Background: an optimization exercise with open tools, aiming at small area. Do not read the settings as production practice. Only the layout flow was run in this run; the RTL was not checked for function there. The clock port is modelled as an ideal driver; clocking choices that lean on that would not hold on a real chip. Power figures rest on the tool's default switching activity, not on a simulated workload.

`flow/standard.sh`:
```
#!/bin/bash
# synth_recipe.tcl (not shown) runs the flow's synth.tcl, then flattens the netlist and writes it again
# the make line also repeats each setting of config.mk as NAME=value (left out here)
make -C /OpenROAD-flow-scripts/flow DESIGN_CONFIG=/design/flow/config.mk WORK_HOME=/design/flow/orfs CLKGATE_MAP_FILE= SYNTH_SCRIPT=/design/flow/synth_recipe.tcl "${@:-finish}"
```
`flow/flow/abc_area.script`:
```
&get -n
&st
&dch -f
&nf -R 1000 -p
&put
topo
dnsize -c
```
`flow/config.mk`:
```
export PLATFORM = sky130hd
export DESIGN_NAME = i2c_master
export DESIGN_NICKNAME = i2c_master
export VERILOG_FILES = /design/flow/design.v
export SDC_FILE = /design/flow/constraint.sdc
export NUM_CORES = 4
export LEC_CHECK = 0
export CAP_MARGIN = 20
export CORE_MARGIN = 2
export CORE_UTILIZATION = 40
export PLACE_DENSITY = 0.6
export SLEW_MARGIN = 20
```
`flow/constraint.sdc`:
```
create_clock -name core_clock -period 5.0 [get_ports {i_local_clk}]
set_input_delay 1.0000 -clock core_clock [delete_from_list [all_inputs] [get_ports {i_local_clk}]]
set_output_delay 1.0000 -clock core_clock [all_outputs]
set_load 0.01 [all_outputs]
```
`flow/flow/clktree.tcl`:
```
# Run before CTS (PRE_CTS_TCL): a hand-made two-level clock tree. The
# flip-flops are split into three groups of about equal size by position
# (sorted along x); each group is driven by one clkbuf_8 placed at the
# group's centre, and the three leaf buffers by one clkbuf_2 root buffer on
# the clock port. The tree is balanced (every flip-flop is two buffers from
# the port); CTS then finds no unbuffered clock net left to build.
proc build_clock_tree { ngroups leaf_cell root_cell } {
  set block [ord::get_db_block]
  set sinks {}
  foreach iterm [[$block findNet i_local_clk] getITerms] {
    set inst [$iterm getInst]
    lassign [$inst getLocation] x y
    lappend sinks [list $x $y [$inst getName]/[[$iterm getMTerm] getName]]
  }
  set sinks [lsort -real -index 0 $sinks]
  set n [llength $sinks]
  set sumx 0
  set sumy 0
  for {set g 0} {$g < $ngroups} {incr g} {
    set lo [expr {$g * $n / $ngroups}]
    set hi [expr {($g + 1) * $n / $ngroups - 1}]
    set pins {}
    set sx 0
    set sy 0
    foreach s [lrange $sinks $lo $hi] {
      lappend pins [get_pins [lindex $s 2]]
      set sx [expr {$sx + [lindex $s 0]}]
      set sy [expr {$sy + [lindex $s 1]}]
    }
    set k [llength $pins]
    set cx [expr {$sx / $k / 1000.0}]
    set cy [expr {$sy / $k / 1000.0}]
    set sumx [expr {$sumx + $cx}]
    set sumy [expr {$sumy + $cy}]
    insert_buffer -buffer_cell $leaf_cell -net i_local_clk -load_pins $pins \
      -location [list $cx $cy] -buffer_name clkleaf_$g -net_name clkleaf_net_$g
  }
  insert_buffer -buffer_cell $root_cell -net i_local_clk \
    -location [list [expr {$sumx / $ngroups}] [expr {$sumy / $ngroups}]] \
    -buffer_name clkroot -net_name clkroot_net
}
build_clock_tree 3 sky130_fd_sc_hd__clkbuf_8 sky130_fd_sc_hd__clkbuf_2
```
`flow/design.v`:
```
module i2c_master #(
 parameter [15:0]  p_DIV = 16'd500
) (
 input                           i_rst_n
,input                           i_local_clk
,input                           i_start
,input         [8:0]             i_req_num
,input         [7:0]             i_device_addr
,input         [7:0]             i_reg_addr
,input         [7:0]             i_wr_data
,output                          o_wr_done
,output        [7:0]             o_rd_data
,output                          o_rd_valid
,output                          o_busy
,output        [7:0]             o_reg_addr
,output        [7:0]             o_ack_erro
,output                          o_erro_valid
,output                          o_scl
,input                           i_sda
,output                          o_sda
);
localparam [3:0] T_ACK   = 4'd8 ;
localparam [3:0] T_STOP  = 4'd9 ;
localparam [3:0] T_IDLE  = 4'd10;
localparam [3:0] T_START = 4'd15;
localparam [1:0] F_DEV  = 2'd0;
localparam [1:0] F_REG  = 2'd1;
localparam [1:0] F_DATA = 2'd2;
localparam [1:0] F_DEVR = 2'd3;
reg    [3:0]     r_slot   ;
reg    [1:0]     r_frame  ;
reg    [6:0]     r_q      ;
reg    [1:0]     r_p      ;
reg    [8:0]     r_cnt    ;
reg    [7:0]     r_rd_data;
reg              r_scl    ;
reg              r_sda    ;
wire   w_rd    = i_device_addr[0];
wire   w_qend  = (r_q == 7'b1010000);   
wire   w_q0    = (r_q == 7'd0);
wire   w_e499  = w_qend & (r_p == 2'd3);
wire   w_d0    = w_q0 & (r_p == 2'd0);
wire   w_last  = (i_req_num == r_cnt);
wire   w_idle  = (r_slot == T_IDLE);
wire   w_bits  = ~r_slot[3];
wire   w_ack   = (r_slot == T_ACK);
wire   w_stop  = (r_slot == T_STOP);
wire   w_st    = (r_slot == T_START);
wire   w_data  = (r_frame == F_DATA);
wire   w_dtack = w_ack & w_data;
wire   w_nack  = i_sda & ~(w_data & w_rd);
assign o_busy       = ~w_idle;
assign o_scl        = r_scl;
assign o_sda        = r_sda;
assign o_rd_data    = r_rd_data;
assign o_reg_addr   = i_reg_addr + r_cnt[7:0];
assign o_rd_valid   = w_dtack & w_rd & w_d0;
assign o_wr_done    = w_dtack & ~w_rd & w_q0 & (r_p == 2'd3) & ~i_sda;
assign o_erro_valid = w_d0 & w_stop & (~w_data | (~w_rd & i_sda));
assign o_ack_erro   = {4'd0, r_frame == F_DEVR, r_frame == F_DATA, r_frame == F_REG, r_frame == F_DEV};
always @(posedge i_local_clk) begin
	if(w_idle) begin
		r_q <= {6'd0, i_start};
		r_p <= 'd0;
	end else if(w_qend) begin
		r_q <= 'd0;
		r_p <= r_p + 1'b1;
	end else
		r_q <= {r_q[5:0], ~(r_q[6] ^ r_q[5])};
end
always @(posedge i_local_clk) begin
	if(w_idle)
		r_cnt <= 'd0;
	else if(w_dtack & w_d0)
		r_cnt <= r_cnt + 1'b1;
end
always @(posedge i_local_clk) begin
	if(w_e499)
		r_rd_data <= {r_rd_data[6:0], i_sda};
end
reg w_bit;
always @(*) begin
	case(r_frame)
		F_DEV:   w_bit = i_device_addr[~r_slot[2:0]] & (r_slot[2:0] != 3'd7);
		F_REG:   w_bit = i_reg_addr[~r_slot[2:0]];
		F_DATA:  w_bit = i_wr_data[~r_slot[2:0]] | w_rd;
		default: w_bit = i_device_addr[~r_slot[2:0]];
	endcase
end
always @(posedge i_local_clk or negedge i_rst_n) begin
	if(~i_rst_n)
		r_sda <= 1'b1;
	else if(w_st & (r_frame == F_DEV))
		r_sda <= (r_p == 2'd0);
	else if(w_st)
		r_sda <= ~r_p[1];
	else if(w_qend) case(r_p)
		2'd0:
			if(w_bits)
				r_sda <= w_bit;
			else if(w_ack)
				r_sda <= ~(w_data & w_rd) | w_last;
			else if(w_stop)
				r_sda <= 1'b0;
		2'd2: if(w_stop) r_sda <= 1'b1;
		default: ;
	endcase
end
always @(posedge i_local_clk or negedge i_rst_n) begin
	if(~i_rst_n)
		r_scl <= 1'b1;
	else if(w_idle)
		r_scl <= 1'b1;
	else if(w_st & (r_frame == F_DEV))
		r_scl <= ~r_p[1];
	else if(w_st)
		r_scl <= r_p[1] ^ r_p[0];
	else
		r_scl <= r_p[1];
end
always @(posedge i_local_clk or negedge i_rst_n) begin
	if(~i_rst_n)
		r_slot <= T_IDLE;
	else if(w_idle) begin
		if(i_start) r_slot <= T_START;
	end else if(w_e499) begin
		if(w_ack & ~w_nack & ~(w_data & w_last))
			r_slot <= ((r_frame == F_REG) & w_rd) ? T_START : 4'd0;
		else
			r_slot <= r_slot + 1'b1;
	end
end
always @(posedge i_local_clk) begin
	if(w_idle)
		r_frame <= F_DEV;
	else if(w_e499 & w_ack & ~w_nack) case(r_frame)
		F_DEV:   r_frame <= F_REG;
		F_REG:   r_frame <= w_rd ? F_DEVR : F_DATA;
		default: r_frame <= F_DATA;
	endcase
end
endmodule
```
`flow/flow/run.sh`:
```
#!/bin/bash
# Standard layout with four changes to how it is made:
#  - synthesis maps the logic with an area-oriented ABC script
#    (flow/abc_area.script) in place of ORFS's speed script; everything else
#    in the standard flow's synthesis script (synth_recipe.tcl) is kept as it is;
#  - the port buffers are made from the smallest buffer cell;
#  - the clock tree is built by flow/clktree.tcl (a balanced two-level tree
#    of four buffers) just before ORFS's CTS step;
#  - non-critical gates are downsized after global routing.
# Each tool's output is in standard.log (and ORFS's own logs under orfs/).
set -euo pipefail
here=$(pwd)
{
  echo "proc abc {args} {"
  echo "  set i [lsearch \$args -script]"
  echo "  lset args [expr {\$i + 1}] $here/flow/abc_area.script"
  echo "  yosys abc {*}\$args"
  echo "}"
  cat synth_recipe.tcl
} > synth_area.tcl
export BUFFER_PORTS_ARGS="-buffer_cell sky130_fd_sc_hd__buf_1"
export PRE_CTS_TCL=$here/flow/clktree.tcl
export RECOVER_POWER=100
bash standard.sh SYNTH_SCRIPT=$here/synth_area.tcl finish > standard.log 2>&1
```
==> impl_metrics.env <==
export IMPL_setup_worst_path_end_class="output port"
export IMPL_yosysMostFrequentCell="dfxtp_1"
export IMPL_slew_headroom=0.543
export IMPL_crit_path_start_kind="input port"
export IMPL_max_stage_delay_ns=0.35
export IMPL_grt_max_degree=15
export IMPL_insertion_delay_ns=0.32
export IMPL_syn_area_um2=2090
export IMPL_ir_worst_vdd_v=0.000151
export IMPL_synth_ff_type="dfxtp_1"
export IMPL_powerDensity_nw_per_um2=188
export IMPL_vias=1762
export IMPL_critical_path_required_ns=4.00
export IMPL_first_global_vias=1640
export IMPL_die_h_um=76.3
export IMPL_synth_cell_types=40
export IMPL_yosysTopAreaCellShare=0.191
export IMPL_worstPathMaxFanout=4
export IMPL_hold_class="reg -> reg"
export IMPL_post_drt_wl_per_cell_um=12.7
export IMPL_cts_setup_buffers=0
export IMPL_grt_pass1_wl_mm=7.57
export IMPL_slew_viol_final=0
export IMPL_synthArstFlopShare=0.176
export IMPL_drive_gt1_frac=0.0423
export IMPL_path_clk_slew_ns=0.08
export IMPL_multi_input_area_um2=1220
export IMPL_io_pins=67
export IMPL_period_needed_ns=3.70
export IMPL_synthCells=219
export IMPL_timing_fmax_ghz=0.270
export IMPL_ys_ff_latch=34
export IMPL_num_nets_final=340
export IMPL_rows=26
export IMPL_num_antenna_cells=0
export IMPL_grt_overflow=0
export IMPL_period_share=0.740
export IMPL_post_drt_via_cell_ratio=4.98
export IMPL_final_hold_viol_count=0
export IMPL_drt_pass1_iter_count=4
export IMPL_max_cap_viol_count=0
export IMPL_crit_top_cell="a21o_1"
export IMPL_hold_depth=1
export IMPL_timing_rr_end="r_cnt[8]$_SDFFE_PP0P_"
export IMPL_finClkSkew_ns=0.00802
export IMPL_setup_viol=0
export IMPL_yosysSeqAreaShare=0.380
export IMPL_syn_to_final_growth_pct=16.4
export IMPL_r2r_start="r_q[0]$_DFF_P_"
export IMPL_initialDrtViolationCount=97
export IMPL_start_util=0.412
export IMPL_syn_avg_cell_area_um2=9.56
export IMPL_io_buffer_count=62
export IMPL_fillers=527
export IMPL_critPathSlowestCell="ha_1"
export IMPL_final_core_util=0.480
export IMPL_synth_top_area_cell="dfxtp_1"
export IMPL_place_gp_congestion=0.825
export IMPL_die_x_um=76.3
export IMPL_cts_hold_buf=0
export IMPL_coreArea_um2=5070
export IMPL_synth_commonest_cells="dfxtp_1 (20), nor2_1 (18), a21oi_1 (17)"
export IMPL_regArea_um2=796
export IMPL_status="no timing/DRC/antenna violations"
export IMPL_antenna_left=0
export IMPL_hp_start="r_q[3]$_SDFF_PP0_"
export IMPL_rsz0062_at_grt="false"
export IMPL_hpwl_mm=3.56
export IMPL_grt_usage=0.152
export IMPL_antenna_found_initial=0
export IMPL_synth_edf_count=8
export IMPL_cts_resized=0
export IMPL_critical_path_class="in -> out"
export IMPL_ys_warnings_count=1
export IMPL_setup_tns_ns=0
export IMPL_die_area_um2=5830
export IMPL_p_leak_nw=0.926
export IMPL_drc=0
export IMPL_hold_end="r_q[4]$_SDFF_PP0_"
export IMPL_worst_slew_pin_transition_ns=0.685
export IMPL_wl_mm=4.48
export IMPL_arrival_ns=2.70
export IMPL_synth_area_top_cells="dfxtp_1 (19%), edfxtp_1 (11%), ha_1 (9.6%), xor2_1 (5.4%), mux4_2 (5.4%)"
export IMPL_r2r_worst_path_cells=7
export IMPL_r2r_slack_ns=2.40
export IMPL_crit_chain="buf_1, ha_1, a21oi_1, nand2_1, a21o_1, a21o_1, a21o_1, a21oi_1, xnor2_1, buf_1"
==> report_power, final <==
part           switching [mW]  internal [mW]  leakage, nW
Sequential                  0          0.280        0.304
Clock                  0.0794         0.0591       0.0257
Combinational          0.0212         0.0189        0.596
Total                   0.101          0.358        0.926
==> routing by layer <==
metal	share of wire	routed length [um]	global-route usage
met5	0	0	0
met4	0	0	0.00727
met3	0.043	192	0.0178
met2	0.49	2200	0.272
met1	0.47	2090	0.207
==> flip-flops by register name, indices dropped and copies added, names as in the netlist <==
| signal | flops |
|---|---|
| r_sda | 1 |
| r_slot | 4 |
| r_q | 7 |
| r_cnt | 9 |
| r_scl | 1 |
| r_frame | 2 |
| r_p | 2 |
| r_rd_data | 8 |
==> layout by cell type, fill, tap and decap left out, drive strengths merged, types with 3 or more instances in the layout <==
cell / netlist / routed
nand2: 16 / 16
edfxtp: 8 / 8
dfxtp: 20 / 20
dfstp: 4 / 4
clkinv: 13 / 13
conb: 1 / 4
a31oi: 9 / 9
mux4: 5 / 5
ha: 16 / 16
o21ai: 13 / 13
mux2i: 3 / 3
a21o: 4 / 4
xnor2: 6 / 6
a21oi: 17 / 17
nor3: 3 / 3
and2: 10 / 10
clkbuf: 0 / 6
xor2: 13 / 13
nand3: 6 / 6
buf: 5 / 61
nor2: 18 / 18
nor4: 4 / 4
==> stage by stage <==
| step | instances | setup WS, ns | cell area, um2 | power (mW) | hold WS, ns |
|---|---|---|---|---|---|
| floorplan | 222 | 1.59 | 2100 | 0.310 | 0.431 |
| CTS | 354 | 1.28 | 2440 | 0.436 | 0.442 |
| finish | 354 | 1.30 | 2440 | 0.459 | 0.454 |
| global route | 354 | 1.12 | 2440 | 0.481 | 0.475 |
| detailed placement | 350 | 1.29 | 2390 | 0.327 | 0.441 |
| global placement | 350 | 1.34 | 2390 | 0.327 | 0.434 |
==> logic make-up after synthesis <==
logic type	after synthesis	share of synthesized area
AOI/OAI and AO/OA	55	0.160
xor gates and xnor gates	19	0.0795
adders and majority gates	17	0.105
buffers and inverters	18	0.0412
DFF	34	0.380
muxes	10	0.0789
other	1	0.00179
and+or+nand+nor	65	0.154
==> worst max path at each step <==
stage | startpoint | end | slack [ns] | depth (start not counted)
detailed placement | i_reg_addr[2] | o_reg_addr[7] | 1.29 | 10
CTS | i_reg_addr[2] | o_reg_addr[7] | 1.28 | 10
finish | i_reg_addr[2] | o_reg_addr[7] | 1.30 | 10
floorplan | i_reg_addr[2] | o_reg_addr[7] | 1.59 | 8
global placement | i_reg_addr[2] | o_reg_addr[7] | 1.34 | 10
global route | i_reg_addr[2] | o_reg_addr[7] | 1.12 | 10
==> critical path: cells and delay by family <==
| kind | cells | cell delay (ns) |
|---|---|---|
| compound gates | 5 | 0.87 |
| fa+ha+maj | 1 | 0.35 |
| buf+inv | 2 | 0.26 |
| xor+xnor | 1 | 0.14 |
| simple gates | 1 | 0.08 |
==> final cells by class, without the clock buffers <==
| class | instances | share of cell area |
|---|---|---|
| inverter | 13 | 0.0200 |
| multi-input combinational | 170 | 0.502 |
| sequential | 34 | 0.326 |
| tap | 70 | 0.0359 |
| timing repair buffer | 63 | 0.0970 |

re-timing with driven ports:
The flow's constraints put no driver on any port. The routed layout listed below was extracted and timed again, unchanged, in two steps. Step 1: set_driving_cell puts a clkbuf_16 on i_local_clk and a buf_2 on each other input, an assumption about the parent block. Step 2 also shifts input and output timing later by t, the mid clock arrival at the registers, as if the neighbouring blocks saw the same clock. Three values: ideal ports, drivers, drivers and shift; two values: the first two.
t, ns: 0.336
setup slack, ns: 1.299 / 1.279 / 1.279
hold WS [ns]: 0.454 / 0.454 / 0.454
worst data-port slew with drivers (ns): 0.03
After both steps this run still meets setup and hold. The setup slack of this run moves by -0.020 ns with the drivers and by -0.020 ns with both steps.
